What follows belongs to an exercise in optimizing a design on an open flow for small area and a short achievable clock period; a production flow would make more cautious choices. No functional check of the RTL was part of this run. The clock cells of this run come from the design's own scripts or RTL, not from TritonCTS. The clock input has no modelled driver; a real chip could not lean on it and would need a root buffer or a full tree. Power and IR drop assume default switching activity.

`design/flow/flow/run.sh`:
```
#!/bin/bash
# The standard layout, except that the clock tree is built by flow/manual_cts.tcl:
# the clock port drives four root buffers, each driving the leaf buffers of
# about 28 flip-flops apiece. Each tool's output goes to its own log here.
set -euo pipefail
export PRE_CTS_TCL="$PWD/flow/pre_cts.tcl"
export MCTS_PER=28
export MCTS_ROOTS=4
bash standard.sh > standard.log 2>&1
```
`design/flow/flow/manual_cts.tcl`:
```
# Two-level clock tree: the clock port drives one root buffer, which drives
# one leaf buffer per cluster of about 28 flip-flops (k-means on position).
proc mcts_build {} {
  set block [ord::get_db_block]
  set db [ord::get_db]
  set clk [$block findNet clk]
  set master [$db findMaster sky130_fd_sc_hd__clkbuf_16]
  set sinks {}
  foreach it [$clk getITerms] {
    if {[$it isInputSignal] || [[$it getMTerm] getSigType] eq "CLOCK" || [[$it getMTerm] getName] eq "CLK"} {
      set inst [$it getInst]
      set b [$inst getBBox]
      lappend sinks [list $it [expr {([$b xMin]+[$b xMax])/2.0}] [expr {([$b yMin]+[$b yMax])/2.0}]]
    }
  }
  set n [llength $sinks]
  set per $::env(MCTS_PER)
  set k [expr {int(ceil(double($n)/$per))}]
  # k-means, seeded along a serpentine order
  set sorted [lsort -real -index 2 $sinks]
  set cx {}; set cy {}
  for {set i 0} {$i < $k} {incr i} {
    set s [lindex $sorted [expr {int(($i + 0.5) * $n / $k)}]]
    lappend cx [lindex $s 1]; lappend cy [lindex $s 2]
  }
  set cap [expr {int(ceil(double($n)/$k * 1.15))}]
  for {set iter 0} {$iter < 30} {incr iter} {
    # capacity-limited assignment: sinks in order of their best distance
    set pairs {}
    set si 0
    foreach s $sinks {
      set x [lindex $s 1]; set y [lindex $s 2]
      for {set c 0} {$c < $k} {incr c} {
        set d [expr {abs($x - [lindex $cx $c]) + abs($y - [lindex $cy $c])}]
        lappend pairs [list $d $si $c]
      }
      incr si
    }
    set pairs [lsort -real -index 0 $pairs]
    set assign [lrepeat $n -1]
    set cnt [lrepeat $k 0]
    foreach p $pairs {
      lassign $p d si c
      if {[lindex $assign $si] >= 0} continue
      if {[lindex $cnt $c] >= $cap} continue
      lset assign $si $c
      lset cnt $c [expr {[lindex $cnt $c] + 1}]
    }
    set sx [lrepeat $k 0.0]; set sy [lrepeat $k 0.0]
    for {set si 0} {$si < $n} {incr si} {
      set c [lindex $assign $si]
      lset sx $c [expr {[lindex $sx $c] + [lindex $sinks $si 1]}]
      lset sy $c [expr {[lindex $sy $c] + [lindex $sinks $si 2]}]
    }
    for {set c 0} {$c < $k} {incr c} {
      if {[lindex $cnt $c] > 0} {
        lset cx $c [expr {[lindex $sx $c] / [lindex $cnt $c]}]
        lset cy $c [expr {[lindex $sy $c] / [lindex $cnt $c]}]
      }
    }
  }
  puts "MCTS: $n sinks, $k clusters, sizes $cnt"
  set xs [lsort -real $cx]; set ys [lsort -real $cy]
  set mxc [lindex $xs [expr {$k / 2}]]; set myc [lindex $ys [expr {$k / 2}]]
  set groups [dict create]
  for {set c 0} {$c < $k} {incr c} {
    set g [expr {([lindex $cx $c] >= $mxc ? 1 : 0) + ([lindex $cy $c] >= $myc ? 2 : 0)}]
    if {$::env(MCTS_ROOTS) == 1} { set g 0 }
    dict lappend groups $g $c
  }
  set leaves [lrepeat $k {}]
  foreach g [dict keys $groups] {
    set cl [dict get $groups $g]
    set rx 0.0; set ry 0.0
    foreach c $cl { set rx [expr {$rx + [lindex $cx $c]}]; set ry [expr {$ry + [lindex $cy $c]}] }
    set rx [expr {int($rx / [llength $cl])}]; set ry [expr {int($ry / [llength $cl])}]
    set root [odb::dbInst_create $block $master clkbuf_root_$g]
    $root setLocation $rx $ry
    $root setPlacementStatus PLACED
    set rnet [odb::dbNet_create $block clknet_root_$g]
    $rnet setSigType CLOCK
    [$root findITerm A] connect $clk
    [$root findITerm X] connect $rnet
    foreach c $cl {
      set leaf [odb::dbInst_create $block $master clkbuf_leaf_$c]
      $leaf setLocation [expr {int([lindex $cx $c])}] [expr {int([lindex $cy $c])}]
      $leaf setPlacementStatus PLACED
      set lnet [odb::dbNet_create $block clknet_leaf_$c]
      $lnet setSigType CLOCK
      [$leaf findITerm A] connect $rnet
      [$leaf findITerm X] connect $lnet
      lset leaves $c $lnet
    }
  }
  for {set si 0} {$si < $n} {incr si} {
    set it [lindex $sinks $si 0]
    $it disconnect
    $it connect [lindex $leaves [lindex $assign $si]]
  }
  $clk setSigType CLOCK
}
```
`design/flow/flow/pre_cts.tcl`:
```
# Runs before ORFS's clock tree synthesis step: builds the clock tree by hand
# (manual_cts.tcl) and turns clock_tree_synthesis into a no-op for this step.
source [file join [file dirname [info script]] manual_cts.tcl]
mcts_build
set_propagated_clock [all_clocks]
proc clock_tree_synthesis {args} { puts "clock tree already built by manual_cts.tcl" }
```
`design/flow/standard.sh`:
```
#!/bin/bash
# synth_recipe.tcl (not shown) runs the flow's synth.tcl, then flattens the netlist and writes it again
# the make line also repeats each setting of config.mk as NAME=value (left out here)
make -C /OpenROAD-flow-scripts/flow DESIGN_CONFIG=/design/flow/config.mk WORK_HOME=/design/flow/orfs CLKGATE_MAP_FILE= SYNTH_SCRIPT=/design/flow/synth_recipe.tcl "${@:-finish}"
```
`design/flow/config.mk`:
```
export PLATFORM = sky130hd
export DESIGN_NAME = router_top
export DESIGN_NICKNAME = router_top
export VERILOG_FILES = /design/flow/design.v
export SDC_FILE = /design/flow/constraint.sdc
export NUM_CORES = 4
export LEC_CHECK = 0
export CAP_MARGIN = 0
export CORE_MARGIN = 2
export CORE_UTILIZATION = 60
export SETUP_SLACK_MARGIN = 3.1
export SLEW_MARGIN = 0
```
`design/flow/constraint.sdc`:
```
create_clock -name core_clock -period 5.0 [get_ports {clk}]
set_input_delay 1.0000 -clock core_clock [delete_from_list [all_inputs] [get_ports {clk}]]
set_output_delay 1.0000 -clock core_clock [all_outputs]
set_load 0.01 [all_outputs]
```
`design/flow/design.v`:
```
module fifo(input clk, rstn, re, we_reg, sel, lfd,
	input [7:0] rdata,
	output vld, vo, full, sft,
	output [7:0] dout);
	reg [134:0] mem;         
	reg [3:0]   plo, phi;    
	reg [3:0]   wptr;        
	reg         nempty, nfull;
	reg         vld_q;       
	reg [7:0]   data_out;
	reg [5:0]   cnt;         
	reg         cnt_zero;    
	reg [4:0]   tmo;         
	reg         sft_rst;
	reg         clr;         
	wire [15:0] pos;         
	genvar gi;
	generate for (gi = 0; gi < 16; gi = gi + 1) begin : dec
		assign pos[gi] = plo[gi % 4] & phi[gi / 4];
	end endgenerate
	reg [8:0] head;
	integer k;
	always @(*) begin
		head = 9'd0;
		for (k = 0; k < 15; k = k + 1)
			head = head | ({9{pos[k]}} & mem[9*k +: 9]);
	end
	wire kill = ~rstn | sft_rst;
	wire wr = we_reg & sel & ~nfull & ~sft_rst;
	wire rd_ok = nempty & ~clr;
	always @(posedge clk)
		if (wr) mem <= {mem[125:0], lfd, rdata};
	wire [3:0] lo_up = {plo[2:0], plo[3]};
	wire [3:0] lo_dn = {plo[0], plo[3:1]};
	wire [3:0] hi_up = plo[3] ? {phi[2:0], phi[3]} : phi;
	wire [3:0] hi_dn = plo[0] ? {phi[0], phi[3:1]} : phi;
	wire [3:0] lo_nr = wr ? lo_up : plo;
	wire [3:0] hi_nr = wr ? hi_up : phi;
	wire [3:0] lo_r  = rd_ok ? (wr ? plo : lo_dn) : lo_nr;
	wire [3:0] hi_r  = rd_ok ? (wr ? phi : hi_dn) : hi_nr;
	wire        ne_nr  = wr ? ~pos[14] : nempty;
	wire        nf_nr  = wr ? pos[13] & (wptr != 4'd14) : nfull;
	wire        ne_r   = rd_ok ? (wr | ~pos[0]) : ne_nr;
	wire        nf_r   = rd_ok ? (wr & pos[14] & (wptr != 4'd14)) : nf_nr;
	always @(posedge clk) begin
		if (kill) begin
			plo <= 4'b1000;
			phi <= 4'b1000;
			wptr <= 4'd0;
			nempty <= 1'b0;
			vld_q <= 1'b0;
			nfull <= 1'b0;
		end else begin
			if (wr)
				wptr <= wptr + 4'd1;
			plo <= re ? lo_r : lo_nr;
			phi <= re ? hi_r : hi_nr;
			nempty <= re ? ne_r : ne_nr;
			vld_q <= re ? (rd_ok ? (wr | ~pos[0]) : (wr ? ~pos[14] : vld_q))
			            : (wr ? ~pos[14] : vld_q);
			nfull <= re ? nf_r : nf_nr;
		end
	end
	always @(posedge clk) begin
		if (kill | clr)
			data_out <= 8'd0;
		else if (re & nempty)
			data_out <= head[7:0];
	end
	always @(posedge clk)
		clr <= ~kill & ~clr & re & nempty & ~head[8] & (cnt_zero | (cnt == 6'd0)) & (|head[7:0]);
	wire [5:0] cnt_h = head[8] ? head[7:2] : (cnt_zero ? cnt : cnt - 6'd1);
	wire       cz_h  = head[8] ? 1'b0 : (cnt_zero | (cnt == 6'd0));
	always @(posedge clk) begin
		if (kill) begin
			cnt <= 6'd0;
			cnt_zero <= 1'b1;
		end else if (re & nempty) begin
			cnt <= cnt_h;
			cnt_zero <= cz_h;
		end
	end
	wire tmo_end = (tmo == 5'd8);
	always @(posedge clk) begin
		if (~rstn | ~nempty | re | tmo_end)
			tmo <= 5'd1;
		else
			tmo <= {tmo[3:0], tmo[4] ^ tmo[2]};
		sft_rst <= rstn & nempty & ~re & tmo_end;
	end
	assign vld = nempty;
	assign vo = vld_q;
	assign full = nfull;
	assign sft = sft_rst;
	assign dout = data_out;
endmodule
module router_top(input clk,rstn,re_0,re_1,re_2,pkt_valid,
	      input[7:0]data_in,
	      output vld_out_0,vld_out_1,vld_out_2,err,busy,
	      output[7:0]data_out_0,data_out_1,data_out_2);
reg st_da, st_lfd, st_wte, st_ld, st_ffs, st_lp, st_laf, st_cpe;
reg [1:0] addr_q;       
reg [1:0] dst;          
reg       lfd;          
reg [7:0] rdata;        
reg [7:0] fbyte;        
reg [7:0] par;          
reg       parity_done, low_pkt_valid, err_q;
wire [2:0] sft;
wire [2:0] vld;
wire [2:0] vo;
wire [2:0] full;
wire fifo_full = (dst == 2'd0) ? full[0] : (dst == 2'd1) ? full[1] : (dst == 2'd2) ? full[2] : 1'b0;
wire we_reg = st_ld | st_lp | st_laf;
wire rst_all = ~rstn | (|sft);
wire hdr_ok = pkt_valid & ~(data_in[1] & data_in[0]);
wire hdr_empty = (data_in[1:0] == 2'd0) ? ~vld[0] : (data_in[1:0] == 2'd1) ? ~vld[1] : ~vld[2];
wire wait_empty = (addr_q == 2'd0) ? ~vld[0] : (addr_q == 2'd1) ? ~vld[1] : (addr_q == 2'd2) ? ~vld[2] : 1'b0;
wire da_n  = (st_da & ~hdr_ok) | (st_laf & parity_done) | (st_cpe & ~fifo_full);
wire lfd_n = (st_da & hdr_ok & hdr_empty) | (st_wte & wait_empty);
wire wte_n = (st_da & hdr_ok & ~hdr_empty) | (st_wte & ~wait_empty);
wire ld_n  = st_lfd | (st_ld & ~fifo_full & pkt_valid) | (st_laf & ~parity_done & ~low_pkt_valid);
wire ffs_n = fifo_full & (st_ld | st_ffs | st_cpe);
wire lp_n  = (st_ld & ~fifo_full & ~pkt_valid) | (st_laf & ~parity_done & low_pkt_valid);
reg busy_q;              
always @(posedge clk) begin
	if (rst_all) begin
		st_da <= 1'b1; st_lfd <= 1'b0; st_wte <= 1'b0; st_ld <= 1'b0;
		st_ffs <= 1'b0; st_lp <= 1'b0; st_laf <= 1'b0; st_cpe <= 1'b0;
		busy_q <= 1'b0;
	end else begin
		st_da  <= da_n;
		st_lfd <= lfd_n;
		st_wte <= wte_n;
		st_ld  <= ld_n;
		st_ffs <= ffs_n;
		st_lp  <= lp_n;
		st_laf <= st_ffs & ~fifo_full;
		st_cpe <= st_lp;
		busy_q <= ~(da_n | ld_n);
	end
end
assign busy = busy_q;
always @(posedge clk) begin
	if (~rstn) begin
		addr_q <= 2'd0;
		dst <= 2'd0;
		lfd <= 1'b0;
	end else begin
		addr_q <= data_in[1:0];
		if (st_da) dst <= data_in[1:0];
		lfd <= st_lfd;
	end
end
always @(posedge clk) begin
	if (~rstn) begin
		rdata <= 8'd0;
		fbyte <= 8'd0;
		par <= 8'd0;
		parity_done <= 1'b0;
		low_pkt_valid <= 1'b0;
		err_q <= 1'b0;
	end else begin
		if (st_da | (st_ld & ~fifo_full))
			rdata <= data_in;
		else if (st_laf)
			rdata <= fbyte;
		if (fifo_full)
			fbyte <= data_in;
		if (st_da)
			par <= data_in;
		else if (st_ld)
			par <= par ^ data_in;
		if (st_da)
			parity_done <= 1'b0;
		else if ((st_laf & low_pkt_valid & ~parity_done) | (st_ld & ~fifo_full & ~pkt_valid))
			parity_done <= 1'b1;
		if (st_cpe)
			low_pkt_valid <= 1'b0;
		else if (st_ld & ~pkt_valid)
			low_pkt_valid <= 1'b1;
		if (st_cpe)
			err_q <= |par;
	end
end
assign err = err_q;
fifo q0(.clk(clk), .rstn(rstn), .re(re_0), .we_reg(we_reg), .sel(dst == 2'd0), .lfd(lfd),
	.rdata(rdata), .vld(vld[0]), .vo(vo[0]), .full(full[0]), .sft(sft[0]), .dout(data_out_0));
fifo q1(.clk(clk), .rstn(rstn), .re(re_1), .we_reg(we_reg), .sel(dst == 2'd1), .lfd(lfd),
	.rdata(rdata), .vld(vld[1]), .vo(vo[1]), .full(full[1]), .sft(sft[1]), .dout(data_out_1));
fifo q2(.clk(clk), .rstn(rstn), .re(re_2), .we_reg(we_reg), .sel(dst == 2'd2), .lfd(lfd),
	.rdata(rdata), .vld(vld[2]), .vo(vo[2]), .full(full[2]), .sft(sft[2]), .dout(data_out_2));
assign vld_out_0 = vo[0];
assign vld_out_1 = vo[1];
assign vld_out_2 = vo[2];
endmodule
```
==> results.txt <==
[final cells by class]
cell class | count | area (sq um)
Multi-Input combinational cell | 936 | 6690
Fill cell | 2436 | 10400
Inverter | 35 | 185
Sequential cell | 557 | 15300
Antenna cell | 2 | 5.00
Timing Repair Buffer | 189 | 1940
Tap cell | 461 | 577
Buffer | 24 | 601
Timing Repair inverter | 5 | 70.1
[worst paths after layout]
check,start,endpoint,slack (ps)
max,q2.plo[2],q2.cnt[5],2800
min reg2reg,q2.mem[4],q2.mem[13],420
max reg2reg,q2.plo[2],q2.cnt[5],2800
min,q2.mem[4],q2.mem[13],420
[metal layers]
metal / share of wire / up-vias / GRT usage
li1: - / 6539 / -
met2: 0.48 / 612 / 0.424
met5: 0 / - / 0
met1: 0.43 / 7237 / 0.390
met3: 0.067 / 85 / 0.0205
met4: 0.026 / 0 / 0.0608
[cell usage after synthesis, types with 4 or more instances]
cell,count
edfxtp_1,405
xnor2_1,6
nand2b_1,14
nor4_1,15
mux2_2,8
a21boi_0,12
nor2b_1,31
or4_1,6
a311oi_1,7
a31oi_1,7
mux2i_1,26
nand3_1,52
o21ai_0,52
and4_1,4
o22ai_1,13
nand4_1,17
o211ai_1,4
nand2_1,77
nor2_1,115
buf_2,18
and3_1,18
xor2_1,6
dfxtp_1,152
a32oi_1,8
ha_1,12
buf_1,13
and2_1,23
a22oi_1,102
a222oi_1,18
o22a_1,9
nor3_1,33
o211a_1,11
or3_1,5
inv_1,32
clkbuf_1,71
a211oi_1,20
a21oi_1,54
nand3b_1,14
a22o_1,97
[power breakdown]
group / total, mW / switching (mW) / internal [mW]
registers: 5.10 / 0.0863 / 5.01
logic: 0.539 / 0.297 / 0.242
clock network: 2.12 / 1.25 / 0.873
[cells by family after synthesis]
family                   count (synthesis)
multiplexers                            36
XOR/XNOR                                12
flip-flops                             557
adder cells (fa/ha/maj)                 12
AND/OR/NAND/NOR                        437
buffers and inverters                  141
AO/OA/AOI/OAI                          435
[stage by stage]
step	instance area [sq um]	setup slack, ps	power [mW]	instances
5_1_grt	25400	2760	7.99	2207
6_report	25400	2800	7.75	2209
4_1_cts	24500	2810	7.73	2152
3_3_place_gp	22800	1720	5.58	2056
2_1_floorplan	22100	2990	5.43	1630
3_5_place_dp	22800	1630	5.59	2056
[registers in the layout (all words and copies together) (netlist names), 5 cells and up]
register	count
fbyte	8
par	8
q0.cnt	6
q0.data_out	8
q0.mem	135
q0.tmo	5
q1.cnt	6
q1.data_out	8
q1.mem	135
q1.tmo	5
q2.cnt	6
q2.data_out	8
q2.mem	135
q2.tmo	5
rdata	8
[timing repair]
action / CTS / global route
endpoints found under the setup margin: 584 / 193
setup buffers: 61 / 46
cloned: 11 / 9
pin swaps: 33 / 58
gates resized for setup: 299 / 116
==> impl_metrics.ini <==
[synth]
syn_area_per_cell_sq_um = 13.4
synth_top_family_by_area = compound AO/OA/AOI/OAI gates
yosysWarnings = 2
synth_ff_type = edfxtp_1
yosys.area_share.simple = 0.102
netlist_instances = 1630
yosys.area.top_type = edfxtp_1
yosysUniqueCellTypes = 66
synth.ff_latch_count = 557
synth_edf_count = 405
yosys.area.top_type_share = 0.556
synthMuxAreaShare = 0.0174
synth_xor_area_frac = 0.00481
syn_area_sq_um = 21900
synth_fa_ha_area_frac = 0.00687
ys_async_sr_fraction = 0
synth.area.top_cells = edfxtp_1, dfxtp_1, a22o_1, a22oi_1, nor2_1
seq_area_frac_synth = 0.696
synth_compound_area_frac = 0.147
syn_nets = 1656

[placed_design]
io_buffers = 42
hpwl_mm = 29.0
gp_congestion = 0.855

[drt]
route.vias.total = 14500
routed_wirelength_mm = 52.4
firstDrtPassIters = 6
detail_route.iter0.violations = 1373
drc_errors = 0
drt-wirelength-per-cell_um = 23.7
ant_nets = 0
viasPerCell = 6.55

[worst_setup_path]
worstPathRequired_ps = 5230
crit_type = reg -> reg
critPathMaxFanout = 10
cp.arrival_ps = 2430
crit_slowest_cell = or4_4
startpoint_type = flip-flop
endpoint_kind = flip-flop
path_buf_inv = 2
path_delay_family = simple AND/OR/NAND/NOR gates
cp_cell_sequence = buf_12 > a222oi_1 > nor2_1 > or4_4 > buf_6 > mux2_2 > nand2_1 > a21oi_1
reg2regPathDepth = 8
worst-path-stages = 8
cp_slowest_stage_delay_ps = 620

[floorplan]
rows = 69
ios = 43
start_util = 0.611
dieArea_sq_um = 38000
die_y_um = 195
die_x_um = 195
coreArea_sq_um = 35700

[timing]
min_period_over_period = 0.441
drv_slew = 0
period_needed_ps = 2200
max-slew-margin-rel = 0.507
whs_ps = 421
final.setup.tns_ps = 0
worstMarginPinSlew_ps = 739
hold_violations = 0
finalClockSkew_ps = 68.5
rsz0062_at_grt = yes
finalSetupViolCount = 0
fmax_mhz = 454

[clock_network]
hold_buffers = 0
path_clk_slew_ps = 120
clkLatencyLatePin_ps = 370

[global_routing]
first_global_vias = 13600
grt_use_total = 0.261
grt_max_degree = 73
antenna_found_initial = 1
overflow = 0
grt_pass1_wl_mm = 79.1

[min_path]
hold_depth = 0
min-delay-path-class = reg -> reg

[power]
power_density_nw_per_um2 = 306
vdd_drop_max_v = 0.000275
p_leak_nw = 8.79

[cells_and_area]
drive_above_1_share = 0.215
mostFrequentLayoutCells = edfxtp_1, dfxtp_1, nor2_1, a22o_1
nets = 1774
area_growth_pct = 16.1
fin_util = 0.710
final_common_cell = edfxtp_1

[run_status]
status = no timing/DRC/antenna violations

[job]
drv_cap = 0

re-timing with driven ports:
How much do the figures lean on ideal ports? The routed layout below was timed once more, with nothing changed but the port constraints.
Step 1 assumes that a clkbuf_16 drives the clock port and a buf_2 every other input.
Step 2, shift: input delay + t, output delay - t, t = (earliest + latest rising clock arrival at the registers) / 2. This alone moves slack from input paths to output paths.
Three values: no drivers, after step 1, after step 2; two values: the first two.
t, ns: 0.456
slack for setup (ns): 2.797 / 2.797 / 2.653
worst hold slack (ns): 0.421 / 0.421 / 0.421
worst setup path after step 2: input to register
After both steps this run still meets setup and hold. For this run, drivers alone change the setup slack by 0.000 ns; drivers and shift together by -0.144 ns.
